From an optimization exercise on the open Yosys and OpenROAD flow, aimed at small area and a short achievable clock period; shortcuts taken in it are not production practice. At most, simulation tests tie the RTL to the original design; equivalence was not proved. For run 4, only the layout was checked, not whether the RTL still works. Power and IR drop assume default switching activity.

[design/flow/config.mk]
export PLATFORM = sky130hd
export DESIGN_NAME = alu
export DESIGN_NICKNAME = alu
export VERILOG_FILES = /design/flow/design.v
export SDC_FILE = /design/flow/constraint.sdc
export NUM_CORES = 4
export LEC_CHECK = 0
export CAP_MARGIN = 20
export CORE_MARGIN = 2
export CORE_UTILIZATION = 50
export CTS_BUF_LIST = sky130_fd_sc_hd__clkbuf_4
export SLEW_MARGIN = 20
[design/flow/constraint.sdc]
create_clock -name core_clock -period 11.0 [get_ports {clk}]
set_input_delay 2.2000 -clock core_clock [delete_from_list [all_inputs] [get_ports {clk}]]
set_output_delay 2.2000 -clock core_clock [all_outputs]
set_load 0.01 [all_outputs]
[design/flow/design.v]
`timescale 1ns/1ps
module alu(
           clk,
           rst_n,
           src1,
           src2,
           ALU_control,
           result,
           zero,
           cout,
           overflow
           );
input           clk;
input           rst_n;
input  [32-1:0] src1;
input  [32-1:0] src2;
input   [4-1:0] ALU_control;
output [32-1:0] result;
output          zero;
output          cout;
output          overflow;
  wire is_and = (ALU_control == 4'b0000);
  wire is_or  = (ALU_control == 4'b0001);
  wire is_add = (ALU_control == 4'b0010);
  wire is_sub = (ALU_control == 4'b0110);
  wire is_slt = (ALU_control == 4'b0111);
  wire is_nor = (ALU_control == 4'b1100);
  wire arith  = is_add | is_sub;
  wire        inv = ALU_control[2];
  wire [31:0] b   = src2 ^ {32{inv}};
  wire [31:0] x   = src1 ^ src2;
  wire [31:0] p   = x ^ {32{inv}};
  wire [31:0] g   = src1 & b;
  wire [31:0] g0 = {g[31:1], g[0] | (p[0] & inv)};
  wire [31:0] p0 = p;
  wire G0_1 = g0[1] | (p0[1] & g0[0]);
  wire G0_3 = g0[3] | (p0[3] & g0[2]);
  wire P0_3 = p0[3] & p0[2];
  wire G0_5 = g0[5] | (p0[5] & g0[4]);
  wire P0_5 = p0[5] & p0[4];
  wire G0_7 = g0[7] | (p0[7] & g0[6]);
  wire P0_7 = p0[7] & p0[6];
  wire G0_9 = g0[9] | (p0[9] & g0[8]);
  wire P0_9 = p0[9] & p0[8];
  wire G0_11 = g0[11] | (p0[11] & g0[10]);
  wire P0_11 = p0[11] & p0[10];
  wire G0_13 = g0[13] | (p0[13] & g0[12]);
  wire P0_13 = p0[13] & p0[12];
  wire G0_15 = g0[15] | (p0[15] & g0[14]);
  wire P0_15 = p0[15] & p0[14];
  wire G0_17 = g0[17] | (p0[17] & g0[16]);
  wire P0_17 = p0[17] & p0[16];
  wire G0_19 = g0[19] | (p0[19] & g0[18]);
  wire P0_19 = p0[19] & p0[18];
  wire G0_21 = g0[21] | (p0[21] & g0[20]);
  wire P0_21 = p0[21] & p0[20];
  wire G0_23 = g0[23] | (p0[23] & g0[22]);
  wire P0_23 = p0[23] & p0[22];
  wire G0_25 = g0[25] | (p0[25] & g0[24]);
  wire P0_25 = p0[25] & p0[24];
  wire G0_27 = g0[27] | (p0[27] & g0[26]);
  wire P0_27 = p0[27] & p0[26];
  wire G0_29 = g0[29] | (p0[29] & g0[28]);
  wire P0_29 = p0[29] & p0[28];
  wire G0_31 = g0[31] | (p0[31] & g0[30]);
  wire P0_31 = p0[31] & p0[30];
  wire G1_2 = g0[2] | (p0[2] & G0_1);
  wire G1_3 = G0_3 | (P0_3 & G0_1);
  wire G1_6 = g0[6] | (p0[6] & G0_5);
  wire P1_6 = p0[6] & P0_5;
  wire G1_7 = G0_7 | (P0_7 & G0_5);
  wire P1_7 = P0_7 & P0_5;
  wire G1_10 = g0[10] | (p0[10] & G0_9);
  wire P1_10 = p0[10] & P0_9;
  wire G1_11 = G0_11 | (P0_11 & G0_9);
  wire P1_11 = P0_11 & P0_9;
  wire G1_14 = g0[14] | (p0[14] & G0_13);
  wire P1_14 = p0[14] & P0_13;
  wire G1_15 = G0_15 | (P0_15 & G0_13);
  wire P1_15 = P0_15 & P0_13;
  wire G1_18 = g0[18] | (p0[18] & G0_17);
  wire P1_18 = p0[18] & P0_17;
  wire G1_19 = G0_19 | (P0_19 & G0_17);
  wire P1_19 = P0_19 & P0_17;
  wire G1_22 = g0[22] | (p0[22] & G0_21);
  wire P1_22 = p0[22] & P0_21;
  wire G1_23 = G0_23 | (P0_23 & G0_21);
  wire P1_23 = P0_23 & P0_21;
  wire G1_26 = g0[26] | (p0[26] & G0_25);
  wire P1_26 = p0[26] & P0_25;
  wire G1_27 = G0_27 | (P0_27 & G0_25);
  wire P1_27 = P0_27 & P0_25;
  wire G1_30 = g0[30] | (p0[30] & G0_29);
  wire P1_30 = p0[30] & P0_29;
  wire G1_31 = G0_31 | (P0_31 & G0_29);
  wire P1_31 = P0_31 & P0_29;
  wire G2_4 = g0[4] | (p0[4] & G1_3);
  wire G2_5 = G0_5 | (P0_5 & G1_3);
  wire G2_6 = G1_6 | (P1_6 & G1_3);
  wire G2_7 = G1_7 | (P1_7 & G1_3);
  wire G2_12 = g0[12] | (p0[12] & G1_11);
  wire P2_12 = p0[12] & P1_11;
  wire G2_13 = G0_13 | (P0_13 & G1_11);
  wire P2_13 = P0_13 & P1_11;
  wire G2_14 = G1_14 | (P1_14 & G1_11);
  wire P2_14 = P1_14 & P1_11;
  wire G2_15 = G1_15 | (P1_15 & G1_11);
  wire P2_15 = P1_15 & P1_11;
  wire G2_20 = g0[20] | (p0[20] & G1_19);
  wire P2_20 = p0[20] & P1_19;
  wire G2_21 = G0_21 | (P0_21 & G1_19);
  wire P2_21 = P0_21 & P1_19;
  wire G2_22 = G1_22 | (P1_22 & G1_19);
  wire P2_22 = P1_22 & P1_19;
  wire G2_23 = G1_23 | (P1_23 & G1_19);
  wire P2_23 = P1_23 & P1_19;
  wire G2_28 = g0[28] | (p0[28] & G1_27);
  wire P2_28 = p0[28] & P1_27;
  wire G2_29 = G0_29 | (P0_29 & G1_27);
  wire P2_29 = P0_29 & P1_27;
  wire G2_30 = G1_30 | (P1_30 & G1_27);
  wire P2_30 = P1_30 & P1_27;
  wire G2_31 = G1_31 | (P1_31 & G1_27);
  wire P2_31 = P1_31 & P1_27;
  wire G3_8 = g0[8] | (p0[8] & G2_7);
  wire G3_9 = G0_9 | (P0_9 & G2_7);
  wire G3_10 = G1_10 | (P1_10 & G2_7);
  wire G3_11 = G1_11 | (P1_11 & G2_7);
  wire G3_12 = G2_12 | (P2_12 & G2_7);
  wire G3_13 = G2_13 | (P2_13 & G2_7);
  wire G3_14 = G2_14 | (P2_14 & G2_7);
  wire G3_15 = G2_15 | (P2_15 & G2_7);
  wire G3_24 = g0[24] | (p0[24] & G2_23);
  wire P3_24 = p0[24] & P2_23;
  wire G3_25 = G0_25 | (P0_25 & G2_23);
  wire P3_25 = P0_25 & P2_23;
  wire G3_26 = G1_26 | (P1_26 & G2_23);
  wire P3_26 = P1_26 & P2_23;
  wire G3_27 = G1_27 | (P1_27 & G2_23);
  wire P3_27 = P1_27 & P2_23;
  wire G3_28 = G2_28 | (P2_28 & G2_23);
  wire P3_28 = P2_28 & P2_23;
  wire G3_29 = G2_29 | (P2_29 & G2_23);
  wire P3_29 = P2_29 & P2_23;
  wire G3_30 = G2_30 | (P2_30 & G2_23);
  wire P3_30 = P2_30 & P2_23;
  wire G3_31 = G2_31 | (P2_31 & G2_23);
  wire P3_31 = P2_31 & P2_23;
  wire G4_16 = g0[16] | (p0[16] & G3_15);
  wire G4_17 = G0_17 | (P0_17 & G3_15);
  wire G4_18 = G1_18 | (P1_18 & G3_15);
  wire G4_19 = G1_19 | (P1_19 & G3_15);
  wire G4_20 = G2_20 | (P2_20 & G3_15);
  wire G4_21 = G2_21 | (P2_21 & G3_15);
  wire G4_22 = G2_22 | (P2_22 & G3_15);
  wire G4_23 = G2_23 | (P2_23 & G3_15);
  wire G4_24 = G3_24 | (P3_24 & G3_15);
  wire G4_25 = G3_25 | (P3_25 & G3_15);
  wire G4_26 = G3_26 | (P3_26 & G3_15);
  wire G4_27 = G3_27 | (P3_27 & G3_15);
  wire G4_28 = G3_28 | (P3_28 & G3_15);
  wire G4_29 = G3_29 | (P3_29 & G3_15);
  wire G4_30 = G3_30 | (P3_30 & G3_15);
  wire G4_31 = G3_31 | (P3_31 & G3_15);
  wire [32:0] c;
  assign c[0] = inv;
  assign c[1] = g0[0];
  assign c[2] = G0_1;
  assign c[3] = G1_2;
  assign c[4] = G1_3;
  assign c[5] = G2_4;
  assign c[6] = G2_5;
  assign c[7] = G2_6;
  assign c[8] = G2_7;
  assign c[9] = G3_8;
  assign c[10] = G3_9;
  assign c[11] = G3_10;
  assign c[12] = G3_11;
  assign c[13] = G3_12;
  assign c[14] = G3_13;
  assign c[15] = G3_14;
  assign c[16] = G3_15;
  assign c[17] = G4_16;
  assign c[18] = G4_17;
  assign c[19] = G4_18;
  assign c[20] = G4_19;
  assign c[21] = G4_20;
  assign c[22] = G4_21;
  assign c[23] = G4_22;
  assign c[24] = G4_23;
  assign c[25] = G4_24;
  assign c[26] = G4_25;
  assign c[27] = G4_26;
  assign c[28] = G4_27;
  assign c[29] = G4_28;
  assign c[30] = G4_29;
  assign c[31] = G4_30;
  assign c[32] = G4_31;
  wire [31:0] sum = p ^ c[31:0];
  wire        ovf = c[31] ^ c[32];
  wire        lt  = sum[31] ^ ovf;
  wire [31:0] orv = src1 | src2;
  wire [31:0] res = ({32{is_and}} & (src1 & src2))
                  | ({32{is_or}}  & orv)
                  | ({32{is_nor}} & ~orv)
                  | ({32{arith}}  & sum)
                  | {31'b0, is_slt & lt};
  reg  [31:0] r_result;
  reg         r_cout;
  reg         r_ovf;
  always @(posedge clk or negedge rst_n) begin
    if (!rst_n) begin
      r_result <= 32'b0;
      r_cout   <= 1'b0;
      r_ovf    <= 1'b0;
    end else begin
      r_result <= res;
      r_cout   <= arith & c[32];
      r_ovf    <= arith & ovf;
    end
  end
  assign result   = r_result;
  assign zero     = ~(|r_result);
  assign cout     = r_cout;
  assign overflow = r_ovf;
endmodule
[design/flow/flow/run.sh]
#!/bin/bash
# Layout flow: the standard layout, with two changes.
# 1. Synthesis is the standard synthesis (synth_recipe.tcl, so -nofsm -noshare,
#    flatten and the same renames) except that Yosys does not extract full and
#    half adder cells, and ABC maps the logic with flow/abc.script instead of
#    the ORFS speed script. The registers are the standard synthesis's.
# 2. The port buffers are the small plain buffer instead of the default
#    delay-buffer cell, and the resizer's setup repair aims for a slack margin.
# Each tool's output goes to a log of its own in the work folder.
set -euo pipefail
here=$(pwd)
{ head -n 1 synth_recipe.tcl
  cat <<'EOT'
# ABC with this flow's own script
proc abc {args} {
  set i [lsearch -exact $args -script]
  if {$i >= 0} { lset args [expr {$i + 1}] $::env(OWN_ABC_SCRIPT) }
  yosys abc {*}$args
}
EOT
  tail -n +2 synth_recipe.tcl
} > own_synth.tcl
sed -e "s#SYNTH_SCRIPT=[^ ]*#SYNTH_SCRIPT=$here/own_synth.tcl ADDER_MAP_FILE=#" standard.sh > own_synth.sh
export OWN_ABC_SCRIPT=$here/flow/abc.script
bash own_synth.sh synth > synth.log 2>&1
export BUFFER_PORTS_ARGS="-buffer_cell sky130_fd_sc_hd__buf_1"
export SETUP_SLACK_MARGIN=6.25
bash standard.sh > layout.log 2>&1
[design/flow/flow/abc.script]
strash
&get -n
&st
&dch -f
&nf -R 1000
&dch -f
&nf -R 1000
&put
topo
buffer -c
upsize -c
dnsize -c
stime -c
[design/flow/standard.sh]
#!/bin/bash
# synth_recipe.tcl (not shown) runs the flow's synth.tcl, then flattens the netlist and writes it again
# the make line also repeats each setting of config.mk as NAME=value (left out here)
make -C /OpenROAD-flow-scripts/flow DESIGN_CONFIG=/design/flow/config.mk WORK_HOME=/design/flow/orfs CLKGATE_MAP_FILE= SYNTH_SCRIPT=/design/flow/synth_recipe.tcl "${@:-finish}"
==> results.txt, run 1 <==
DRT antenna net count=0; status=complete, no violations; Synth async-reset ratio=1.00; main combinational cell family by area after synthesis=compound AO/OA/AOI/OAI gates; clock-pin slew on the worst setup and hold paths=120 ps; Slew @ Worst Pin=1010 ps; crit-path cells=clkbuf_2 -> buf_12 -> xor2_1 -> xnor2_1 -> nor2_1 -> a221o_1 -> a31oi_4 -> o211ai_4 -> buf_4 -> a311oi_1 -> xor2_1 -> o21ai_0; Mapped Cells=about 440; top-count cell post-synth=o21ai_0; leakage power=roughly 1.5 nW; largest area contributor in the netlist=dfrtp_1; Max Slew Vio Count=0; Setup TNS Final=0 ps; Peak Freq=~0.22 GHz; PD cells=102 nW/um^2; largest net degree at the start of global routing=39; Final min period=4500 ps; Finish-stage setup viols=0; post-synth top area share=0.238; Post-synth EDFFs=0; Die X=between 80 and 90 um; diodes inserted=0; sequential share of the synthesized area=0.238; Fillers=~680; Via-to-Cell Ratio=around 5.8; CTS sink count=34; most frequent cells after synthesis=61 x o21ai_0, 46 x xor2_1, 35 x xnor2_1; routed wire length per instance=15.5 um; compound-cell area share of the yosys netlist=0.297; syn_area_per_cell=roughly 8.1 sq um; FF+latch area=851 sq um; mux cell area share after synthesis=0.00315; via count=about 3,700; vias in the first global route=3,421; synth top area cells=dfrtp_1 24%, xor2_1 11%, xnor2_1 8.6%; VDD IR-drop max=between 0.00004 and 0.00005 V; Max-cap violations=0; CTS tree=done; Die Height=88.5 um; 1st-iter DRT viols=between 150 and 200; min-delay worst type=in2async; Final HPWL DP=around 7000 um; CP peak stage delay=roughly 350 ps; Synth Area in XOR/XNOR=0.226; port bufs=roughly 100; crit-path max FO=38; CP required=between 10,000 and 15,000 ps; H-tree depth=2; Worst Path Arrival=4700 ps; initial antenna violation count=0; mapped cell area=around 3600 sq um; starting density of the core=0.520; Pre-Repair DR Iteration Count=5; unrepaired setup endpoints after global routing=false; die footprint=7840 sq um; GRT Overall Usage=0.257; final hold vios=0; synth warn=1; Core ar.=6870 sq um; Ports=about 110; Clock Tree Buf Depth=2; Cell Rows=30; Critical Path End Type=flop; total grt overflow=0; CP max-delay cell=a221o_1; FF+latch count, synth=34; Num CTS Buffers=5; Inst Count DP=around 630; crit start category=input pin; share of layout cells above drive strength 1=0.0882; Post-synth top flop=dfrtp_1; Synth Area in Adders=0.0294; Multi-input gate area=2630 sq um; first-pass GRT wire length=around 16,000 um; CTS root buf=clkbuf_4; Simple-Gate Fraction of Synth Area=0.173; hold_buf cts=0; most frequent CP cell=xor2_1; Netlist cell types=~60; routability cong.=between 0.8 and 0.9; Relative slew margins=0.326; layout overhead on the synthesized area=16.0%; post-route DRC violation count=0; Finished Layout Cells=between 600 and 700; Syn Nets=513; critical path class=in2reg; Routed WL=9890 um; Final #Nets=approximately 600; Period Utilization, post-route=0.409
[report_power, final]
group	internal (mW)	total, mW	switching (mW)
Combinational	0.0808	0.203	0.122
Clock	0.0291	0.0754	0.0463
Sequential	0.136	0.142	0.00645
Total	0.246	0.421	0.175
[through the flow]
stage / setup WS, ps / cell area, sq um / util / hold slack, ps / power, mW
after floorplan: 6650 / 3570 / - / 1900 / 0.284
after global placement: 5880 / 4040 / 0.588 / 2390 / 0.339
after detailed placement: 5710 / 4040 / 0.588 / 2390 / 0.342
after CTS: 6260 / 4100 / 0.596 / 2010 / 0.418
after global routing: 6280 / 4140 / 0.603 / 2050 / 0.451
final: 6500 / 4140 / 0.603 / 1990 / 0.421
[final timing paths]
path | cells after the start | end | start
hold / removal | 1 | r_result[4] | rst_n
max in group asynchronous | 1 | r_result[5] | rst_n
min in group core_clock | 3 | r_result[28] | src2[28]
setup / recovery | 12 | r_result[22] | ALU_control[2]
[layout by cell type (no fill, tap or decap), drive strengths merged, types with 3 or more instances in the layout]
cell type,synthesis,routed
and2,6,6
nor4,11,11
nand2b,4,4
clkbuf,9,9
dfrtp,34,34
xor2,50,50
o21ai,73,73
nor3,7,7
inv,4,4
nor2b,3,3
buf,10,111
nor2,32,32
nand2,33,33
a31oi,33,33
a22oi,3,3
nand3,12,12
nand4,3,3
o31ai,28,28
maj3,10,10
xnor2,37,37
a21oi,14,14
[layout make-up]
cell class	instances	share of cell area
repair buffers	113	0.114
multi-input cells	386	0.635
inverters	4	0.00362
well taps	96	0.0290
clock buffers	7	0.0127
flip-flops and latches	34	0.205
[routing by layer]
metal | up-vias | routed length, um | global-route usage | part of all wire
met1 | 1769 | 4670 | 0.341 | 0.47
met5 | - | 0 | 0 | 0
met2 | 118 | 4660 | 0.450 | 0.47
met3 | 7 | 463 | 0.0271 | 0.047
met4 | 0 | 95 | 0.0592 | 0.0096
li1 | 1839 | - | - | -
[worst max-delay path: cells and delay by family]
family | cells | cell delay [ps]
compound gates | 5 | 1160
xor+xnor | 3 | 610
buf+inv | 3 | 570
simple gates | 1 | 130
[logic make-up (layout without fill, tap and decap cells)]
family / Yosys count / after routing
AO/OA/AOI/OAI: 167 / 167
AND/OR/NAND/NOR: 121 / 121
XOR/XNOR: 87 / 87
flip-flops: 34 / 34
buffers and inverters: 23 / 124
adder cells (fa/ha/maj): 10 / 10
multiplexers: 1 / 1
[flip-flops by register name, summed over array words and instances, names as in the netlist]
| name | count |
|---|---|
| r_result | 32 |
| r_ovf | 1 |
| r_cout | 1 |
[timing repair]
action                     4_1_cts  5_1_grt
setup buffers                    0        4
resized for setup                1        4
pin swaps                        1        1
setup endpoints to repair        6       18
==> run 2, diff against run 1 <==
--- a/design/flow/flow/run.sh
+++ b/design/flow/flow/run.sh
@@ -25,4 +25,4 @@
 bash own_synth.sh synth > synth.log 2>&1
 export BUFFER_PORTS_ARGS="-buffer_cell sky130_fd_sc_hd__buf_1"
-export SETUP_SLACK_MARGIN=6.25
+export SETUP_SLACK_MARGIN=6.4
 bash standard.sh > layout.log 2>&1
--- a/design/flow/config.mk
+++ b/design/flow/config.mk
@@ -8,5 +8,5 @@
 export CAP_MARGIN = 20
 export CORE_MARGIN = 2
-export CORE_UTILIZATION = 50
+export CORE_UTILIZATION = 60
 export CTS_BUF_LIST = sky130_fd_sc_hd__clkbuf_4
 export SLEW_MARGIN = 20
==> run 2 against run 1 <==
Net effect:
- first-iteration DRC count grew 43%
- wire length grew 0.47%
- synthesized cell count is the same
- flip-flop and latch count is the same
- cell count shrank 2.8%
- combinational power grew 2%
- final area grew 1.3%
- clock power shrank 3.4%
- fmax grew 1.5%
- total power grew 0.59%
- sequential share of layout area shrank 0.27 points
- via count grew 1.4%
- critical path type unchanged
- largest cell class unchanged
==> results.txt, run 2 <==
status=complete, no violations; Via-to-Cell Ratio=6.09; Syn Nets=513; FF+latch count, synth=34; largest area contributor in the netlist=dfrtp_1; Max-cap violations=0; Critical Path End Type=flop; most frequent cells after synthesis=61 x o21ai_0, 46 x xor2_1, 35 x xnor2_1; diodes inserted=0; Slew @ Worst Pin=~920 ps; sequential share of the synthesized area=0.238; synth top area cells=dfrtp_1 24%, xor2_1 11%, xnor2_1 8.6%; Post-synth top flop=dfrtp_1; share of layout cells above drive strength 1=0.101; min-delay worst type=in2async; port bufs=104; CTS tree=done; Ports=around 110; routability cong.=~0.86; Netlist cell types=a little over 60; worst hold slack=between 1500 and 2000 ps; DRT met1 WL=around 4400 um; 1st-iter DRT viols=231; Core ar.=roughly 6000 sq um; CP required=roughly 11,000 ps; H-tree depth=2; layout overhead on the synthesized area=17.5%; Finish-stage setup viols=0; Routed WL=~9900 um; final hold vios=0; routed wire length per instance=16.0 um; via count=about 3,800; combinational share of power=0.492; Period Utilization, post-route=0.403; Die X=approximately 80 um; Num CTS Buffers=5; unrepaired setup endpoints after global routing=true; Die Height=a little over 80 um; CTS root buf=clkbuf_4; initial antenna violation count=0; leakage power=around 1.6 nW; Clock Tree Buf Depth=2; CTS sink count=34; Largest Register=r_result; first-pass GRT wire length=about 15,000 um; Fillers=roughly 530; DR top layer=met4; GRT Overall Usage=0.290; total power=0.424 mW; mapped cell area=3570 sq um; post-route DRC violation count=0; FF+latch area=around 850 sq um; starting density of the core=0.611; Final #Nets=about 620; synth warn=1; Setup TNS Final=0 ps; top-count cell post-synth=o21ai_0; VDD IR-drop max=around 0.000056 V; met3 WL=378 um; most common cell after layout, fill and taps aside=buf_1; Peak Freq=about 0.23 GHz; Mapped Cells=~440; sw frac=0.413; post-synth top area share=0.238; die footprint=6590 sq um; Clk pwr share=0.172; clock-pin slew on the worst setup and hold paths=between 100 and 150 ps; P_sw=0.175 mW; total grt overflow=0; PD cells=slightly above 100 nW/um^2; Largest register FFs=32; Worst Path Arrival=approximately 4700 ps; internal power=between 0.2 and 0.25 mW; Cell Rows=28; Multi-input gate area=around 2700 sq um; Max Slew Vio Count=0; Final HPWL DP=7150 um; crit-path max FO=19; syn_area_per_cell=a little over 8 sq um; Post-synth EDFFs=0; critical path class=in2reg; crit start category=input pin; part of the power in registers=0.336; Regs by FF count=r_result x32, r_cout x1, r_ovf x1; largest net degree at the start of global routing=39; vias in the first global route=3,398; routed wl met2=slightly below 5000 um; Final min period=about 4400 ps; Pre-Repair DR Iteration Count=5; most frequent cells in the layout=102 x buf_1, 61 x o21ai_0, 44 x xor2_1, 34 x dfrtp_1, 33 x xnor2_1; DRT antenna net count=0; Relative slew margins=0.385; Synth async-reset ratio=1.00
run 2: cell counts after synthesis:
No cell type changed its count.
run 2: final timing paths:
| check | startpoint | to | slack [ps] |
|---|---|---|---|
| min in group core_clock | src2[22] | r_result[22] | 2190 |
| worst max-delay path | ALU_control[2] | r_result[31] | 6570 |
| max in group asynchronous | rst_n | r_cout | 8440 |
| worst min-delay path | rst_n | r_result[17] | 1980 |
run 2: kinds of logic (layout without fill, tap and decap cells):
kind of cell,count (synthesis),after routing,share of synthesized area
adders and majority gates,10,10,0.0294
muxes,1,1,0.00315
buffers and inverters,23,127,0.0333
xor gates and xnor gates,87,87,0.226
DFF,34,34,0.238
and+or+nand+nor,121,121,0.173
AOI/OAI and AO/OA,167,167,0.297
run 2: power groups by stage:
stage	Clock [mW]	Combinational, mW	Sequential [mW]
2_1_floorplan	0	0.135	0.149
3_3_place_gp	0	0.191	0.144
3_5_place_dp	0	0.196	0.145
6_report	0.0728	0.208	0.142
4_1_cts	0.0735	0.198	0.142
5_1_grt	0.0807	0.230	0.144
run 2: metrics by stage:
step           setup slack (ps)   util  area (sq um)  cells
2_1_floorplan              6650      -          3570    443
3_3_place_gp               5960  0.686          4010    609
3_5_place_dp               5800  0.686          4010    609
4_1_cts                    6410  0.697          4080    616
5_1_grt                    6360  0.717          4200    622
6_report                   6570  0.717          4200    622
run 2: worst max-delay path, cell delays in order:
cell	delay (ps)
clkbuf_2	150
buf_12	230
xor2_1	290
xor2_1	240
nand3_1	100
o21ai_1	230
a31oi_4	210
o211ai_4	380
nand4_1	180
nor3b_2	220
xnor2_1	140
o21ai_1	70
run 2: timing repair:
action | 4_1_cts | 5_1_grt
resized for setup | 3 | 7
buffers inserted | 0 | 5
cloned | 0 | 1
hold buffers | 0 | 0
pin swaps | 0 | 3
endpoints found under the setup margin | 21 | 15
run 2: layer usage:
layer | track usage | vias to the layer above
li1 | - | 1844
met1 | 0.357 | 1815
met2 | 0.521 | 107
met3 | 0.0333 | 20
met4 | 0.100 | 0
met5 | 0 | -
run 2: cell type report:
type                            count  share of cell area
Clock buffer                        7              0.0125
Inverter                            4             0.00358
Multi-Input combinational cell    386               0.637
Sequential cell                    34               0.203
Tap cell                           75              0.0224
Timing Repair Buffer              116               0.122
==> run 3, diff against run 2 <==
--- a/design/flow/flow/run.sh
+++ b/design/flow/flow/run.sh
@@ -25,4 +25,4 @@
 bash own_synth.sh synth > synth.log 2>&1
 export BUFFER_PORTS_ARGS="-buffer_cell sky130_fd_sc_hd__buf_1"
-export SETUP_SLACK_MARGIN=6.4
+export SETUP_SLACK_MARGIN=6.5
 bash standard.sh > layout.log 2>&1
==> design/flow/flow/abc.script (replaced) <==
strash
&get -n
&st
&dc2
&dch -f
&nf -R 1000
&dch -f
&nf -R 1000
&put
topo
buffer -c
upsize -c
dnsize -c
stime -c
==> run 3 against run 2 <==
Net effect:
- highest routed layer unchanged
- synthesized cell count down 5.2%
- sequential power about the same
- via count down 2.9%
- fmax down 15%
- total power decreased by 1.9%
- first-iteration DRC count shrank 19%
- global-route usage increased by 0.82 points
- die area is 6.3% lower
- non-clock buffer count rose by 14
- synthesized area shrank 6.6%
- worst hold slack worse by 22 ps
- critical path depth is 8 higher
==> results.txt, run 3 <==
Finish-stage setup viols=0; Largest register FFs=32; sequential share of the synthesized area=0.255; Die Height=78.6 um; clock-pin slew on the worst setup and hold paths=around 110 ps; Num CTS Buffers=5; Max Slew Vio Count=0; syn_area_per_cell=just under 8 sq um; Post-synth EDFFs=0; CP delay by family, top=adder cells; diodes inserted=0; via count=3,676; Pre-Repair DR Iteration Count=5; synth warn=1; post-synth top area share=0.255; CP max-delay cell=maj3_2; 1st-iter DRT viols=186; Period Utilization, post-route=0.473; Relative slew margins=0.401; Cell Area, Placed=between 3000 and 4000 sq um; top-count cell post-synth=o21ai_0; Cell Rows=27; final core occ=0.762; Finished Layout Cells=612; post-route DRC violation count=0; Inst Count DP=a little under 600; port bufs=104; Peak Freq=between 0.15 and 0.2 GHz; largest net degree at the start of global routing=35; Worst Path Arrival=~5500 ps; Regs by FF count=r_result x32, r_cout x1, r_ovf x1; Buf+Inv Stages, Crit Path=2; Post-synth top flop=dfrtp_1; CTS root buf=clkbuf_4; critical path class=in2reg; Die X=a little under 80 um; CTS tree=done; min-delay worst type=in2async; Slew @ Worst Pin=898 ps; routability cong.=about 0.84; total grt overflow=0; VDD IR-drop max=between 0.00004 and 0.00005 V; routed wire length per instance=~15 um; most frequent cells in the layout=100 x buf_1, 49 x o21ai_0, 44 x xor2_1, 35 x nand2_1, 34 x dfrtp_1; vias in the first global route=between 3,000 and 4,000; CTS sink count=34; crit start category=input pin; Final HPWL DP=roughly 6200 um; Largest Register=r_result; Final #Nets=just over 600; layout overhead on the synthesized area=24.2%; Core ar.=5440 sq um; GRT Overall Usage=0.298; largest area contributor in the netlist=dfrtp_1; mapped cell area=between 3000 and 4000 sq um; Mapped Cells=between 400 and 500; most frequent cells after synthesis=60 x o21ai_0, 46 x xor2_1, 36 x nand2_1; synth top area cells=dfrtp_1 26%, xor2_1 12%, o21ai_0 9.0%; Setup TNS Final=0 ps; starting density of the core=0.613; most common cell after layout, fill and taps aside=buf_1; DRT antenna net count=0; share of layout cells above drive strength 1=0.139; initial antenna violation count=0; unrepaired setup endpoints after global routing=true; leakage power=1.64 nW; Routed WL=9460 um; Netlist cell types=54; Ports=approximately 110; final hold vios=0; crit-path max FO=4; CP peak stage delay=between 300 and 400 ps; PD cells=about 100 nW/um^2; die footprint=just over 6000 sq um; Synth async-reset ratio=1.00; FF+latch count, synth=34; fin area=slightly above 4000 sq um; Final min period=5210 ps; crit-path cells=buf_8 -> buf_12 -> mux2_4 -> maj3_2 -> maj3_2 -> maj3_2 -> nand2_2 -> nor2_4 -> nand3_2 -> a21oi_4 -> o21ai_4 -> nand2_4 -> a31oi_4 -> o21ai_4 -> a41oi_4 -> or3_4 -> and3_4 -> o21ai_0 -> nand3_2 -> nand3_2; Clock Tree Buf Depth=2; Critical Path End Type=flop; first-pass GRT wire length=~15,000 um; Max-cap violations=0; status=complete, no violations; CP required=between 10,000 and 15,000 ps; Syn Nets=490; H-tree depth=2; Via-to-Cell Ratio=between 6 and 7
run 3: changes by cell type after synthesis, moves of 4 or more:
cell / change
o21ai_1: -11
nor2_1: -7
o31ai_1: -6
or2_2: +6
maj3_1: -4
nand2_1: +4
nor3_1: +4
run 3: final cells by class:
| cell class | count | area, sq um |
|---|---|---|
| Clock buffer | 5 | 37.5 |
| Clock inverter | 1 | 3.75 |
| Fill cell | 407 | 1300 |
| Inverter | 6 | 22.5 |
| Multi-Input combinational cell | 364 | 2490 |
| Sequential cell | 34 | 851 |
| Tap cell | 72 | 90.1 |
| Timing Repair Buffer | 130 | 649 |
run 3: how the worst max path moves through the flow:
stage / startpoint / slack (ps) / endpoint / depth (start not counted)
final: ALU_control[2] / 5790 / r_result[31] / 20
after global routing: ALU_control[2] / 5680 / r_result[31] / 20
after CTS: ALU_control[2] / 5740 / r_result[31] / 21
after detailed placement: ALU_control[2] / 4980 / r_result[31] / 21
after global placement: ALU_control[2] / 5080 / r_result[31] / 21
after floorplan: ALU_control[2] / 5810 / r_result[31] / 20
run 3: logic make-up after synthesis:
group / share of synthesized area
compound gates: 0.279
flops: 0.255
xor+xnor: 0.215
fa+ha+maj: 0.0161
simple gates: 0.201
buf+inv: 0.0293
mux: 0.00450
run 3: stage by stage:
stage	hold slack [ps]	power, mW	setup WS [ps]
2_1_floorplan	1900	0.268	5810
3_3_place_gp	2350	0.315	5080
3_5_place_dp	2360	0.320	4980
4_1_cts	1980	0.400	5740
5_1_grt	2000	0.442	5680
6_report	1950	0.416	5790
run 3: metal layers:
metal | GRT usage | wire [um]
met4 | 0.0842 | 108
met2 | 0.520 | 4620
met5 | 0 | 0
met1 | 0.384 | 4050
met3 | 0.0414 | 678
run 3: where the power goes:
group	leakage (nW)	internal, mW	switching [mW]
clock	0.0246	0.0218	0.0433
combinational	1.16	0.0899	0.118
sequential	0.456	0.136	0.00642
run 3: timing repair:
| item | 4_1_cts | 5_1_grt |
|---|---|---|
| resized for setup | 16 | 18 |
| endpoints found under the setup margin | 27 | 24 |
| setup buffers | 14 | 7 |
| gates cloned | 1 | 0 |
| pin swaps | 18 | 16 |
| hold buffers | 0 | 0 |
==> run 4, diff against run 3 <==
--- a/design/flow/design.v
+++ b/design/flow/design.v
@@ -28,5 +28,6 @@
   wire arith  = is_add | is_sub;
   wire        inv = ALU_control[2];
-  wire [31:0] b   = src2 ^ {32{inv}};
+  wire        invg = ALU_control[2] & ALU_control[1];
+  wire [31:0] b   = src2 ^ {32{invg}};
   wire [31:0] x   = src1 ^ src2;
   wire [31:0] p   = x ^ {32{inv}};
--- a/design/flow/flow/run.sh
+++ b/design/flow/flow/run.sh
@@ -25,4 +25,4 @@
 bash own_synth.sh synth > synth.log 2>&1
 export BUFFER_PORTS_ARGS="-buffer_cell sky130_fd_sc_hd__buf_1"
-export SETUP_SLACK_MARGIN=6.5
+export SETUP_SLACK_MARGIN=6.25
 bash standard.sh > layout.log 2>&1
==> design/flow/flow/abc.script (replaced) <==
strash
&get -n
&st
&dch -f
&nf -R 1000
&dch -f
&nf -R 1000
&put
topo
buffer -c
upsize -c
dnsize -c
stime -c
==> run 4 against run 3 <==
Net effect:
- still clean on timing, DRC and antenna
- synthesized area increased by 15%
- combinational power is 3% higher
- fmax is 13% higher
- worst hold slack better by 32 ps
- critical endpoint is now r_result[21]
- via count grew 17%
==> results.txt, run 4 <==
status=complete, no violations; Syn Nets=about 580; Slew @ Worst Pin=1040 ps; total power=0.425 mW; min-delay worst type=in2async; crit-path cells=clkbuf_2 -> buf_12 -> and2_4 -> buf_8 -> o21ai_1 -> a21o_1 -> a21oi_2 -> a221oi_2 -> a21oi_4 -> a41oi_4 -> or3_4 -> o211ai_4 -> nand3_1 -> nand3_1 -> xor2_1 -> o21ai_1; Cell Rows=29; Critical Path End Type=flop; Via-to-Cell Ratio=6.20; Period Utilization, post-route=0.420; Final #Nets=about 700; clock-pin slew on the worst setup and hold paths=110 ps; syn_area_per_cell=7.47 sq um; DR top layer=met4; initial antenna violation count=0; H-tree depth=2; Finish-stage setup viols=0; sequential share of the synthesized area=0.222; Final min period=roughly 4600 ps; Max-cap violations=0; Die X=roughly 84 um; DRT antenna net count=0; layout overhead on the synthesized area=16.3%; Setup TNS Final=0 ps; crit-path max FO=19; Worst Path Arrival=around 4800 ps; Die Height=83.9 um; Routed WL=11,300 um; Core ar.=~6300 sq um; synth top area cells=dfrtp_1 22%, xnor2_1 15%, nand3_1 5.5%; final hold vios=0; Pre-Repair DR Iteration Count=5; routability cong.=approximately 0.89; top-count cell post-synth=xnor2_1; total grt overflow=0; mapped cell area=about 3800 sq um; worst hold slack=1990 ps; Worst Slack Setup Final=about 6400 ps; CP peak stage delay=460 ps; crit start category=input pin; routed wire length per instance=between 15 and 20 um; most common cell after layout, fill and taps aside=buf_1; 1st-iter DRT viols=311; post-place setup slack=roughly 5000 ps; largest area contributor in the netlist=dfrtp_1; met3 WL=around 900 um; die footprint=7040 sq um; most frequent cells in the layout=101 x buf_1, 64 x xnor2_1, 43 x nand2_1, 42 x nor2_1, 41 x nand3_1; DRT met1 WL=slightly below 5000 um; CTS tree=done; Netlist cell types=62; critical path class=in2reg; Finished Layout Cells=691; VDD IR-drop max=around 0.000053 V; via count=about 4,300; routed wl met2=~5300 um; Mapped Cells=between 500 and 600; GRT Overall Usage=0.323; leakage power=between 1.5 and 2 nW; post-route DRC violation count=0; fin area=4460 sq um; FF+latch count, synth=34; synth warn=1; Max Slew Vio Count=0; PD cells=between 90 and 100 nW/um^2; Ports=about 110; vias in the first global route=roughly 3,800; post-synth top area share=0.222; CP required=around 11,000 ps; Relative slew margins=0.301; Cell Area, Placed=about 4200 sq um; Largest Register=r_result; final core occ=0.710; port bufs=about 100; Inst Count DP=roughly 680; Post-synth EDFFs=0; Final HPWL DP=7650 um; Regs by FF count=r_result x32, r_cout x1, r_ovf x1; Post-synth top flop=dfrtp_1; share of layout cells above drive strength 1=0.0863; Synth async-reset ratio=1.00; starting density of the core=0.611; Largest register FFs=32; CTS sink count=34; CTS root buf=clkbuf_4; most frequent cells after synthesis=64 x xnor2_1, 43 x nand2_1, 43 x nor2_1; Num CTS Buffers=5; diodes inserted=0; CP max-delay cell=or3_4; largest net degree at the start of global routing=35; Clock Tree Buf Depth=2; first-pass GRT wire length=18,500 um; unrepaired setup endpoints after global routing=true; Peak Freq=0.217 GHz
[run 4: power by group]
group | switching [mW] | internal, mW | total (mW)
clock network | 0.0455 | 0.0219 | 0.0673
logic | 0.133 | 0.0824 | 0.215
registers | 0.00662 | 0.136 | 0.143
total | 0.185 | 0.241 | 0.425
[run 4: what timing repair did]
action	in CTS	in global routing
pin swaps	0	1
hold buffers	0	0
buffers inserted	1	5
gates cloned	2	0
endpoints found under the setup margin	27	21
resized for setup	6	9
[run 4: metal layers]
layer / global-route usage / vias to the layer above
met1: 0.442 / 2000
met3: 0.0425 / 11
li1: - / 2084
met4: 0.0806 / 0
met2: 0.541 / 191
met5: 0 / -
[run 4: worst paths after layout]
| kind | startpoint | endpoint | slack (ps) | cells after the start |
|---|---|---|---|---|
| worst min-delay path | rst_n | r_result[15] | 1990 | 1 |
| worst max-delay path | ALU_control[2] | r_result[21] | 6380 | 16 |
| min in group core_clock | src1[22] | r_result[22] | 2170 | 3 |
| max in group asynchronous | rst_n | r_result[0] | 8420 | 1 |
[run 4: cell families (layout without fill, tap and decap cells)]
| family | after synthesis | count (layout) | share of synthesized area |
|---|---|---|---|
| AO/OA/AOI/OAI | 160 | 161 | 0.264 |
| XOR/XNOR | 85 | 85 | 0.198 |
| buffers and inverters | 28 | 128 | 0.0411 |
| flip-flops | 34 | 34 | 0.222 |
| AND/OR/NAND/NOR | 206 | 206 | 0.274 |
[run 4: worst max-delay path: cells and delay by family]
kind / cells / cell delay [ps]
XOR/XNOR: 1 / 150
AO/OA/AOI/OAI: 8 / 1120
AND/OR/NAND/NOR: 4 / 910
buffers and inverters: 3 / 450
[run 4: area by class of cell]
class / count / area [sq um]
clock inverter: 1 / 3.75
sequential: 34 / 851
inverter: 5 / 18.8
clock buffer: 5 / 37.5
timing repair buffer: 117 / 549
tap: 77 / 96.3
multi-input combinational: 452 / 2900
fill: 552 / 1820
==> run 5, diff against run 4 <==
--- a/design/flow/design.v
+++ b/design/flow/design.v
@@ -28,6 +28,5 @@
   wire arith  = is_add | is_sub;
   wire        inv = ALU_control[2];
-  wire        invg = ALU_control[2] & ALU_control[1];
-  wire [31:0] b   = src2 ^ {32{invg}};
+  wire [31:0] b   = src2 ^ {32{inv}};
   wire [31:0] x   = src1 ^ src2;
   wire [31:0] p   = x ^ {32{inv}};
--- a/design/flow/flow/run.sh
+++ b/design/flow/flow/run.sh
@@ -25,4 +25,9 @@
 bash own_synth.sh synth > synth.log 2>&1
 export BUFFER_PORTS_ARGS="-buffer_cell sky130_fd_sc_hd__buf_1"
-export SETUP_SLACK_MARGIN=6.25
+MARGINS=(0 6.25 6.25)
+export SETUP_SLACK_MARGIN=${MARGINS[0]}
+bash standard.sh place > layout_place.log 2>&1
+export SETUP_SLACK_MARGIN=${MARGINS[1]}
+bash standard.sh cts > layout_cts.log 2>&1
+export SETUP_SLACK_MARGIN=${MARGINS[2]}
 bash standard.sh > layout.log 2>&1
==> run 5 against run 4 <==
Net effect:
- sequential power about the same
- sequential share of layout area up 1.6 points
- utilization down 0.66 points
- wire length down 15%
- highest routed layer unchanged
==> results.txt, run 5 <==
status=complete, no violations; Finished Layout Cells=620; Core ar.=around 6000 sq um; CTS sink count=34; Mapped Cells=443; Setup TNS Final=0 ps; part of the power in registers=0.341; layout overhead on the synthesized area=15.2%; P_sw=~0.17 mW; Regs by FF count=r_result x32, r_cout x1, r_ovf x1; Largest Register=r_result; CTS root buf=clkbuf_4; Post-synth EDFFs=0; sequential share of the synthesized area=0.238; routability cong.=approximately 0.86; Period Utilization, post-route=0.407; Max-cap violations=0; Largest register FFs=32; PD cells=~100 nW/um^2; initial antenna violation count=0; largest net degree at the start of global routing=39; Post-synth top flop=dfrtp_1; post-synth top area share=0.238; Slew @ Worst Pin=about 920 ps; Clock Tree Buf Depth=2; Finish-stage setup viols=0; leakage power=approximately 1.5 nW; VDD IR-drop max=roughly 0.000056 V; starting density of the core=0.611; DRT antenna net count=0; Peak Freq=~0.22 GHz; min-delay worst type=in2async; final hold vios=0; Final HPWL DP=7150 um; crit-path max FO=38; Via-to-Cell Ratio=~6.0; largest area contributor in the netlist=dfrtp_1; vias in the first global route=between 3,000 and 4,000; Clk pwr share=0.173; critical path class=in2reg; Ports=about 110; Die X=81.2 um; Cell Rows=28; unrepaired setup endpoints after global routing=false; Netlist cell types=61; top-count cell post-synth=o21ai_0; syn_area_per_cell=between 8 and 9 sq um; synth warn=1; total grt overflow=0; post-route DRC violation count=0; Routed WL=roughly 9600 um; Relative slew margins=0.389; share of layout cells above drive strength 1=0.0899; Syn Nets=slightly above 500; GRT Overall Usage=0.289; Num CTS Buffers=5; most frequent cells in the layout=102 x buf_1, 61 x o21ai_0, 45 x xor2_1, 35 x xnor2_1, 34 x dfrtp_1; port bufs=104; Fillers=540; Max Slew Vio Count=0; Synth async-reset ratio=1.00; crit start category=input pin; mapped cell area=3570 sq um; routed wire length per instance=approximately 15 um; hold_buf cts=0; most frequent cells after synthesis=61 x o21ai_0, 46 x xor2_1, 35 x xnor2_1; Inst Count DP=609; Final #Nets=roughly 600; Pre-Repair DR Iteration Count=5; combinational share of power=0.486; Critical Path End Type=flop; CP required=approximately 11,000 ps; 1st-iter DRT viols=approximately 180; most common cell after layout, fill and taps aside=buf_1; Final min period=approximately 4500 ps; clock-pin slew on the worst setup and hold paths=between 100 and 150 ps; first-pass GRT wire length=14,900 um; internal power=between 0.2 and 0.25 mW; synth top area cells=dfrtp_1 24%, xor2_1 11%, xnor2_1 8.6%; diodes inserted=0; FF+latch count, synth=34; sw frac=0.411; via count=roughly 3,700; Die Height=~81 um; CTS tree=done; Worst Path Arrival=4690 ps; H-tree depth=2; die footprint=around 6600 sq um; final core occ=0.703
run 5: changes by cell type after synthesis, sizes merged, moves of 12 or more:
| cell | change |
|---|---|
| o31ai | +25 |
| nor2 | -12 |
| a21oi | -22 |
| xor2 | +31 |
| xnor2 | -29 |
| o21ai | +15 |
| nand3 | -35 |
| nor3 | -18 |
run 5: cell type report:
type	instances	area, sq um	share of cell area
inverter	4	15.0	0.00365
timing repair buffer	114	480	0.117
multi-input combinational	386	2620	0.637
tap	75	93.8	0.0228
sequential	34	851	0.207
clock buffer	7	52.6	0.0128
run 5: worst max-delay path: stages:
cell	delay (ps)
clkbuf_2	100
buf_12	260
xor2_1	260
xnor2_1	220
nor2_1	140
a221o_1	340
a31oi_4	260
o211ai_4	190
buf_4	190
a221oi_1	290
xnor2_1	160
o21ai_1	70
run 5: power groups by stage:
| stage | clock, mW | sequential, mW | combinational [mW] |
|---|---|---|---|
| after floorplan | 0 | 0.149 | 0.135 |
| after global placement | 0 | 0.144 | 0.191 |
| after detailed placement | 0 | 0.145 | 0.196 |
| after CTS | 0.0735 | 0.142 | 0.198 |
| after global routing | 0.0808 | 0.144 | 0.224 |
| final | 0.0722 | 0.142 | 0.203 |
run 5: per-layer routing:
| layer | part of all wire | routed length (um) | vias to the layer above | global-route usage |
|---|---|---|---|---|
| met5 | 0 | 0 | - | 0 |
| met4 | 0.017 | 159 | 0 | 0.100 |
| met3 | 0.035 | 337 | 10 | 0.0333 |
| met2 | 0.51 | 4900 | 95 | 0.518 |
| met1 | 0.44 | 4210 | 1752 | 0.356 |
| li1 | - | - | 1840 | - |
run 5: kinds of logic after synthesis:
kind of cell             count (synthesis)  synth area share
AO/OA/AOI/OAI                          167             0.297
AND/OR/NAND/NOR                        121             0.173
XOR/XNOR                                87             0.226
flip-flops                              34             0.238
buffers and inverters                   23            0.0333
adder cells (fa/ha/maj)                 10            0.0294
multiplexers                             1           0.00315
run 5: metrics by stage:
step	hold WS (ps)	instance area [sq um]	total power, mW	setup WS (ps)
floorplan	1900	3570	0.284	6650
global placement	2360	4010	0.336	5960
detailed placement	2380	4010	0.341	5800
CTS	2000	4070	0.413	6290
global route	2040	4120	0.449	6330
finish	1970	4120	0.418	6520
run 5: path summary, 6_finish.rpt:
path	from	to
setup / recovery	ALU_control[2]	r_result[25]
hold / removal	rst_n	r_result[17]
max in group asynchronous	rst_n	r_cout
min in group core_clock	src2[22]	r_result[22]
run 5: timing repair:
action	4_1_cts	5_1_grt
pin swaps	0	1
buffers inserted	0	4
setup endpoints to repair	5	13
resized for setup	1	4
==> run 6, diff against run 5 <==
--- a/design/flow/flow/run.sh
+++ b/design/flow/flow/run.sh
@@ -25,5 +25,5 @@
 bash own_synth.sh synth > synth.log 2>&1
 export BUFFER_PORTS_ARGS="-buffer_cell sky130_fd_sc_hd__buf_1"
-MARGINS=(0 6.25 6.25)
+MARGINS=(6.25 6.25 6.5)
 export SETUP_SLACK_MARGIN=${MARGINS[0]}
 bash standard.sh place > layout_place.log 2>&1
==> run 6 against run 5 <==
Net effect:
- critical path type unchanged
- utilization rose by 4.2 points
- die area did not move
- synthesized cell count did not move
- cell count rose by 1.6%
- flip-flop and latch count did not move
- via count rose by 4.9%
- combinational power rose by 9%
- sequential share of layout area fell by 1.2 points
==> results.txt, run 6 <==
post-route DRC violation count=0; Slew @ Worst Pin=913 ps; die footprint=between 6000 and 7000 sq um; compound-cell area share of the yosys netlist=0.297; starting density of the core=0.611; Final HPWL DP=about 7100 um; CTS sink count=34; vias in the first global route=between 3,000 and 4,000; diodes inserted=0; Peak Freq=between 0.2 and 0.25 GHz; main combinational cell family by area after synthesis=compound AO/OA/AOI/OAI gates; FF+latch count, synth=34; initial antenna violation count=0; 1st-iter DRT viols=roughly 240; leakage power=between 1.5 and 2 nW; crit-path max FO=6; Worst Slack Setup Final=around 6600 ps; routability cong.=around 0.86; PD cells=100 nW/um^2; Via-to-Cell Ratio=6.16; Critical Path End Type=flop; crit start category=input pin; H-tree depth=2; Fillers=between 500 and 600; CP required=roughly 11,000 ps; mux cell area share after synthesis=0.00315; Setup TNS Final=0 ps; sequential share of the synthesized area=0.238; Period Utilization, post-route=0.401; Cell Area, Placed=between 4000 and 5000 sq um; min-delay worst type=in2async; Relative slew margins=0.392; sw frac=0.417; Routed WL=around 10,000 um; CTS tree=done; Netlist cell types=between 60 and 70; mapped cell area=between 3000 and 4000 sq um; Simple-Gate Fraction of Synth Area=0.173; layout overhead on the synthesized area=22.1%; Largest Register=r_result; Synth Area in XOR/XNOR=0.226; P_sw=between 0.15 and 0.2 mW; final hold vios=0; most common cell after layout, fill and taps aside=buf_1; total grt overflow=0; Final #Nets=~630; Clock Tree Buf Depth=2; worst hold slack=between 1500 and 2000 ps; fin area=about 4400 sq um; synth top area cells=dfrtp_1 24%, xor2_1 11%, xnor2_1 8.6%; Max Slew Vio Count=0; Regs by FF count=r_result x32, r_cout x1, r_ovf x1; most frequent cells in the layout=102 x buf_1, 61 x o21ai_0, 44 x xor2_1, 34 x dfrtp_1, 33 x xnor2_1; Cell Rows=28; Num CTS Buffers=5; Pre-Repair DR Iteration Count=5; Final min period=4410 ps; hold_buf cts=0; Mapped Cells=443; part of the power in registers=0.325; Max-cap violations=0; post-place setup slack=5800 ps; top-count cell post-synth=o21ai_0; status=complete, no violations; largest net degree at the start of global routing=39; Ports=~110; syn_area_per_cell=just over 8 sq um; post-synth top area share=0.238; share of layout cells above drive strength 1=0.123; CTS root buf=clkbuf_4; Clk pwr share=0.168; Synth Area in Adders=0.0294; critical path class=in2reg; Finish-stage setup viols=0; Largest register FFs=32; Core ar.=about 5900 sq um; first-pass GRT wire length=around 15,000 um; clock-pin slew on the worst setup and hold paths=roughly 120 ps; largest area contributor in the netlist=dfrtp_1; internal power=roughly 0.25 mW; Die X=just over 80 um; port bufs=about 100; Syn Nets=about 510; synth warn=1; GRT Overall Usage=0.289; Die Height=between 80 and 90 um; Worst Path Arrival=4630 ps; VDD IR-drop max=~0.000057 V; DRT antenna net count=0; most frequent cells after synthesis=61 x o21ai_0, 46 x xor2_1, 35 x xnor2_1; combinational share of power=0.507; Post-synth EDFFs=0; unrepaired setup endpoints after global routing=true; Post-synth top flop=dfrtp_1; Synth async-reset ratio=1.00; via count=between 3,000 and 4,000; routed wire length per instance=about 17 um
[run 6: repair_timing]
action                                 CTS  global route
endpoints found under the hold margin    0             0
gates cloned                             0             4
setup buffers                            0            10
setup endpoints to repair                5            24
gates resized for setup                  1            21
pin swaps                                0            10
[run 6: worst paths after layout]
| kind | startpoint | end | slack, ps | cells after the start |
|---|---|---|---|---|
| worst max-delay path | ALU_control[2] | r_result[23] | 6590 | 12 |
| worst min-delay path | rst_n | r_result[17] | 1960 | 1 |
| max in group asynchronous | rst_n | r_cout | 8450 | 1 |
| min in group core_clock | src2[22] | r_result[22] | 2180 | 3 |
[run 6: cell type report]
type | count | area (sq um) | share of cell area
inverters | 4 | 15.0 | 0.00344
well taps | 75 | 93.8 | 0.0215
clock buffers | 7 | 52.6 | 0.0121
repair buffers | 123 | 601 | 0.138
flip-flops and latches | 34 | 851 | 0.195
multi-input cells | 387 | 2750 | 0.630
[run 6: kinds of logic (layout without fill, tap and decap cells)]
family                   after synthesis  after routing
flip-flops                            34             34
buffers and inverters                 23            134
multiplexers                           1              1
adder cells (fa/ha/maj)               10             10
XOR/XNOR                              87             87
AND/OR/NAND/NOR                      121            121
AO/OA/AOI/OAI                        167            168
[run 6: stage by stage]
stage,util,instances,power (mW)
after floorplan,-,443,0.284
after global placement,0.686,609,0.336
after detailed placement,0.686,609,0.341
after CTS,0.695,616,0.413
after global routing,0.745,630,0.467
final,0.745,630,0.437
[run 6: worst max-delay path, cell delays in order]
cell	delay, ps
buf_2	200
buf_12	180
xor2_2	200
xnor2_2	170
nor2_1	130
a221o_1	340
a31oi_4	310
o211ai_4	160
buf_4	170
a211oi_1	270
xor2_1	190
o21ai_0	100
[run 6: power by group through the flow]
stage | logic (mW) | clock network (mW) | registers [mW]
floorplan | 0.135 | 0 | 0.149
global placement | 0.191 | 0 | 0.144
detailed placement | 0.196 | 0 | 0.145
CTS | 0.198 | 0.0735 | 0.142
global route | 0.243 | 0.0807 | 0.144
finish | 0.222 | 0.0733 | 0.142
[run 6: routing by layer]
layer  global-route usage  up-vias  share of wire
li1                     -     1870              -
met1                0.356     1842           0.43
met2                0.518      153           0.49
met3               0.0333       14          0.059
met4                0.100        0          0.020
met5                    0        -              0
==> run 7, diff against run 6 <==
--- a/design/flow/flow/run.sh
+++ b/design/flow/flow/run.sh
@@ -25,5 +25,5 @@
 bash own_synth.sh synth > synth.log 2>&1
 export BUFFER_PORTS_ARGS="-buffer_cell sky130_fd_sc_hd__buf_1"
-MARGINS=(6.25 6.25 6.5)
+MARGINS=(6.25 6.4 6.25)
 export SETUP_SLACK_MARGIN=${MARGINS[0]}
 bash standard.sh place > layout_place.log 2>&1
==> run 7 against run 6 <==
Net effect:
- largest cell class unchanged
- via count down 4.7%
- flip-flop and latch count unchanged
- combinational power down 9%
- largest power group unchanged
==> results.txt, run 7 <==
status=complete, no violations; Post-synth top flop=dfrtp_1; first-pass GRT wire length=15,000 um; unrepaired setup endpoints after global routing=false; Setup TNS Final=0 ps; crit-path cells=clkbuf_2 -> buf_12 -> xor2_1 -> xnor2_1 -> nor2_1 -> a221o_1 -> a31oi_4 -> o211ai_4 -> buf_4 -> a221oi_1 -> xnor2_1 -> o21ai_1; Slew @ Worst Pin=just over 900 ps; die footprint=between 6000 and 7000 sq um; most frequent cells in the layout=102 x buf_1, 61 x o21ai_0, 45 x xor2_1, 35 x xnor2_1, 34 x dfrtp_1; Period Utilization, post-route=0.407; main combinational cell family by area after synthesis=compound AO/OA/AOI/OAI gates; Finish-stage setup viols=0; FF+latch area=851 sq um; Core ar.=5850 sq um; Max Slew Vio Count=0; post-route DRC violation count=0; Netlist cell types=61; crit start category=input pin; CTS tree=done; synth top area cells=dfrtp_1 24%, xor2_1 11%, xnor2_1 8.6%; Synth async-reset ratio=1.00; post-synth top area share=0.238; starting density of the core=0.611; critical path class=in2reg; Fillers=between 500 and 600; Final HPWL DP=roughly 7100 um; H-tree depth=2; Multi-input gate area=2620 sq um; Post-synth EDFFs=0; routability cong.=0.857; vias in the first global route=3,398; layout overhead on the synthesized area=15.2%; sequential share of the synthesized area=0.238; syn_area_per_cell=8.06 sq um; Final #Nets=between 600 and 700; Die X=a little over 80 um; share of layout cells above drive strength 1=0.0899; DRT antenna net count=0; CP required=approximately 11,000 ps; Worst Path Arrival=4690 ps; leakage power=1.54 nW; CP max-delay cell=a221o_1; final core occ=0.703; CP endpoint=r_result[25]; Final min period=between 4000 and 5000 ps; Regs by FF count=r_result x32, r_cout x1, r_ovf x1; Crit path depth=12; Peak Freq=~0.22 GHz; min-delay worst type=in2async; VDD IR-drop max=around 0.000056 V; PD cells=a little over 100 nW/um^2; Largest Register=r_result; Clock Tree Buf Depth=2; most frequent CP cell=xnor2_1; diodes inserted=0; Relative slew margins=0.389; final hold vios=0; hold_buf cts=0; Routed WL=9610 um; port bufs=104; GRT Overall Usage=0.290; Crit. Startpoint=ALU_control[2]; CTS root buf=clkbuf_4; Syn Nets=513; CP delay by family, top=compound AO/OA/AOI/OAI gates; top-count cell post-synth=o21ai_0; Buf+Inv Stages, Crit Path=3; Synth Area in XOR/XNOR=0.226; Simple-Gate Fraction of Synth Area=0.173; Critical Path End Type=flop; Max-cap violations=0; CP peak stage delay=around 340 ps; FF+latch count, synth=34; total grt overflow=0; via count=roughly 3,700; 1st-iter DRT viols=184; Cell Rows=28; Largest register FFs=32; largest area contributor in the netlist=dfrtp_1; CTS sink count=34; Mapped Cells=~440; mux cell area share after synthesis=0.00315; synth warn=1; largest net degree at the start of global routing=39; compound-cell area share of the yosys netlist=0.297; Synth Area in Adders=0.0294; Ports=approximately 110; initial antenna violation count=0; Die Height=just over 80 um; crit-path max FO=38; Via-to-Cell Ratio=5.96; Pre-Repair DR Iteration Count=5; most frequent cells after synthesis=61 x o21ai_0, 46 x xor2_1, 35 x xnor2_1; mapped cell area=between 3000 and 4000 sq um; most common cell after layout, fill and taps aside=buf_1; routed wire length per instance=between 15 and 20 um; Num CTS Buffers=5; clock-pin slew on the worst setup and hold paths=roughly 110 ps
-- run 7: per-layer routing --
metal | vias up | wire (um) | track usage
met5 | - | 0 | 0
met4 | 0 | 159 | 0.100
met3 | 10 | 337 | 0.0333
met2 | 95 | 4900 | 0.521
met1 | 1752 | 4210 | 0.357
li1 | 1840 | - | -
-- run 7: final cells by class --
type	instances	share of cell area
Multi-Input combinational cell	386	0.637
Sequential cell	34	0.207
Clock buffer	7	0.0128
Inverter	4	0.00365
Tap cell	75	0.0228
Timing Repair Buffer	114	0.117
-- run 7: metrics by stage --
stage	cell area (sq um)	power, mW	instances	worst slack (ps)	hold slack [ps]
detailed placement	4010	0.341	609	5800	2380
global route	4120	0.449	620	6330	2040
CTS	4080	0.414	616	6410	2000
global placement	4010	0.336	609	5960	2360
finish	4120	0.418	620	6520	1970
floorplan	3570	0.284	443	6650	1900
-- run 7: cells by family after synthesis --
kind of cell    after synthesis
simple gates                121
fa+ha+maj                    10
mux                           1
flops                        34
xor+xnor                     87
compound gates              167
buf+inv                      23
-- run 7: where the power goes --
part	internal [mW]	total (mW)	switching [mW]
clock network	0.0291	0.0722	0.0431
logic	0.0808	0.203	0.122
registers	0.136	0.142	0.00638
total	0.246	0.418	0.172
-- run 7: how the worst min path moves through the flow --
| stage | slack (ps) | endpoint | depth (start not counted) |
|---|---|---|---|
| floorplan | 1900 | r_cout | 0 |
| global placement | 2360 | r_result[8] | 1 |
| detailed placement | 2380 | r_result[8] | 1 |
| CTS | 2000 | r_result[5] | 1 |
| global route | 2040 | r_result[17] | 1 |
| finish | 1970 | r_result[17] | 1 |
-- run 7: what timing repair did --
item                                    4_1_cts  5_1_grt
endpoints found under the setup margin       21        2
buffers inserted                              0        4
pin swaps                                     0        1
gates resized for setup                       3        1
==> run 8, diff against run 7 <==
--- a/design/flow/flow/run.sh
+++ b/design/flow/flow/run.sh
@@ -25,5 +25,5 @@
 bash own_synth.sh synth > synth.log 2>&1
 export BUFFER_PORTS_ARGS="-buffer_cell sky130_fd_sc_hd__buf_1"
-MARGINS=(6.25 6.4 6.25)
+MARGINS=(6.25 6.5 6.25)
 export SETUP_SLACK_MARGIN=${MARGINS[0]}
 bash standard.sh place > layout_place.log 2>&1
==> run 8 against run 7 <==
Net effect:
- synthesized cell count unchanged
- via count increased by 1.2%
- utilization unchanged
- first-iteration DRC count increased by 30%
- still clean on timing, DRC and antenna
- clock power increased by 0.8%
- sequential share of layout area unchanged
- largest cell class unchanged
- count of clock-buffer cells in the layout unchanged
==> results.txt, run 8 <==
Post-synth top flop=dfrtp_1; internal power=about 0.25 mW; most frequent CP cell=xor2_1; final core occ=0.703; FF+latch count, synth=34; first-pass GRT wire length=between 15,000 and 20,000 um; Final #Nets=615; Clk pwr share=0.174; status=complete, no violations; Setup TNS Final=0 ps; Finish-stage setup viols=0; Crit. Startpoint=ALU_control[2]; Syn Nets=513; Max-cap violations=0; DRT antenna net count=0; via count=3,740; port bufs=between 100 and 150; CP peak stage delay=410 ps; post-route DRC violation count=0; synth warn=1; layout overhead on the synthesized area=15.2%; Die X=81.2 um; vias in the first global route=about 3,400; Max Slew Vio Count=0; Post-synth EDFFs=0; clock-pin slew on the worst setup and hold paths=roughly 110 ps; sw frac=0.412; Largest register FFs=32; Relative slew margins=0.378; Mapped Cells=around 440; Finished Layout Cells=a little over 600; largest area contributor in the netlist=dfrtp_1; Period Utilization, post-route=0.406; CP delay by family, top=compound AO/OA/AOI/OAI gates; PD cells=~100 nW/um^2; routability cong.=between 0.8 and 0.9; Clock Tree Buf Depth=2; CTS tree=done; Slew @ Worst Pin=between 900 and 1000 ps; CTS root buf=clkbuf_4; die footprint=6590 sq um; final hold vios=0; Buf+Inv Stages, Crit Path=2; crit start category=input pin; Via-to-Cell Ratio=about 6; Inst Count DP=609; part of the power in registers=0.341; syn_area_per_cell=between 8 and 9 sq um; worst hold slack=slightly below 2000 ps; combinational share of power=0.485; starting density of the core=0.611; GRT Overall Usage=0.292; crit-path max FO=38; crit-path cells=clkbuf_2 -> buf_12 -> xor2_1 -> xnor2_1 -> nor2_1 -> a221o_1 -> a31oi_4 -> o21bai_1 -> maj3_1 -> xor2_1 -> o21ai_1; sequential share of the synthesized area=0.238; Final HPWL DP=around 7100 um; Core ar.=approximately 5900 sq um; top-count cell post-synth=o21ai_0; diodes inserted=0; min-delay worst type=in2async; share of layout cells above drive strength 1=0.0899; post-synth top area share=0.238; Netlist cell types=slightly above 60; mapped cell area=around 3600 sq um; Ports=105; critical path class=in2reg; Cell Rows=28; most frequent cells after synthesis=61 x o21ai_0, 46 x xor2_1, 35 x xnor2_1; Fillers=540; Peak Freq=between 0.2 and 0.25 GHz; H-tree depth=2; Worst Path Arrival=around 4700 ps; CP required=between 10,000 and 15,000 ps; most frequent cells in the layout=102 x buf_1, 61 x o21ai_0, 45 x xor2_1, 35 x xnor2_1, 34 x dfrtp_1; Final min period=~4500 ps; routed wire length per instance=between 15 and 20 um; P_sw=between 0.15 and 0.2 mW; Largest Register=r_result; VDD IR-drop max=0.0000553 V; unrepaired setup endpoints after global routing=false; Critical Path End Type=flop; Die Height=a little over 80 um; Synth async-reset ratio=1.00; leakage power=around 1.5 nW; synth top area cells=dfrtp_1 24%, xor2_1 11%, xnor2_1 8.6%; Num CTS Buffers=5; Regs by FF count=r_result x32, r_cout x1, r_ovf x1; CP max-delay cell=maj3_1; initial antenna violation count=0; most common cell after layout, fill and taps aside=buf_1; Routed WL=just under 10,000 um; largest net degree at the start of global routing=39; 1st-iter DRT viols=around 240; Pre-Repair DR Iteration Count=4; CTS sink count=34; total grt overflow=0
==> run 8: through the flow <==
| step | power (mW) | setup WS, ps | instance area [sq um] |
|---|---|---|---|
| global route | 0.449 | 6360 | 4120 |
| finish | 0.418 | 6530 | 4120 |
| CTS | 0.418 | 6540 | 4120 |
| global placement | 0.336 | 5960 | 4010 |
| floorplan | 0.284 | 6650 | 3570 |
| detailed placement | 0.341 | 5800 | 4010 |
==> run 8: metal layers <==
metal,GRT usage,vias up,part of all wire
li1,-,1845,-
met1,0.360,1776,0.44
met2,0.528,108,0.50
met3,0.0333,11,0.042
met4,0.0949,0,0.017
met5,0,-,0
==> run 8: path summary, 6_finish.rpt <==
path                           endpoint  cells after the start
hold / removal              r_result[5]                      1
min in group core_clock    r_result[22]                      3
max in group asynchronous        r_cout                      1
setup / recovery           r_result[13]                     11
==> run 8: power by group through the flow <==
stage,logic (mW),clock network (mW),registers [mW]
global placement,0.191,0,0.144
floorplan,0.135,0,0.149
global route,0.225,0.0808,0.144
finish,0.203,0.0728,0.142
detailed placement,0.196,0,0.145
CTS,0.202,0.0735,0.142
==> run 8: cells by family (layout without fill, tap and decap cells) <==
group	Yosys count	count (layout)	synth area share
simple gates	121	121	0.173
mux	1	1	0.00315
flops	34	34	0.238
xor+xnor	87	87	0.226
buf+inv	23	125	0.0333
fa+ha+maj	10	10	0.0294
compound gates	167	167	0.297
==> run 8: final cells by class <==
class,count,area (sq um),area share
flip-flops and latches,34,851,0.207
repair buffers,114,480,0.117
multi-input cells,386,2620,0.637
well taps,75,93.8,0.0228
clock buffers,7,52.6,0.0128
inverters,4,15.0,0.00365
==> run 8: repair_timing <==
action / in CTS / in global routing
gates resized for setup: 4 / 0
endpoints found under the setup margin: 22 / 0
hold buffers: 0 / 0
buffers inserted: 4 / 0

[port drivers added, routing unchanged]
No port has a modelled driver above. Below, the same layouts with a new extraction and two added sets of constraints.
Step 1 (the two cells are an assumption about what drives the block):
set clk [get_ports {clk}]
set_driving_cell -lib_cell sky130_fd_sc_hd__clkbuf_16 $clk
set_driving_cell -lib_cell sky130_fd_sc_hd__buf_2 [delete_from_list [all_inputs] $clk]
Step 2 times the ports against the registers' clock, not the clock port: input delays grow and output delays shrink by t, the midpoint of the rising clock arrivals with the driver on.
a / b / c = no drivers / after step 1 / after step 2; a / b = the first two.
run	shift t [ns]	slack for setup (ns)	worst setup path at the end	slew at the worst register clock pin (ns)	worst slew at a driven data input, ns
run 1	0.364	6.501 / 6.504 / 6.139	input to register	0.12 / 0.12	0.04
run 2	0.358	6.566 / 6.567 / 6.209	input to register	0.11 / 0.11	0.05
run 3	0.371	5.794 / 5.781 / 5.410	input to register	0.11 / 0.11	0.05
run 4	0.376	6.384 / 6.390 / 6.015	input to register	0.11 / 0.11	0.04
run 5	0.358	6.518 / 6.520 / 6.161	input to register	0.11 / 0.11	0.04
run 6	0.363	6.586 / 6.587 / 6.223	input to register	0.12 / 0.12	0.05
run 7	0.358	6.518 / 6.520 / 6.161	input to register	0.11 / 0.11	0.04
run 8	0.361	6.533 / 6.534 / 6.173	input to register	0.11 / 0.11	0.05
After both steps setup and hold are still met in every run listed. The setup slack of run 3, which loses most, moves by -0.013 ns with the drivers and by -0.384 ns with both steps.
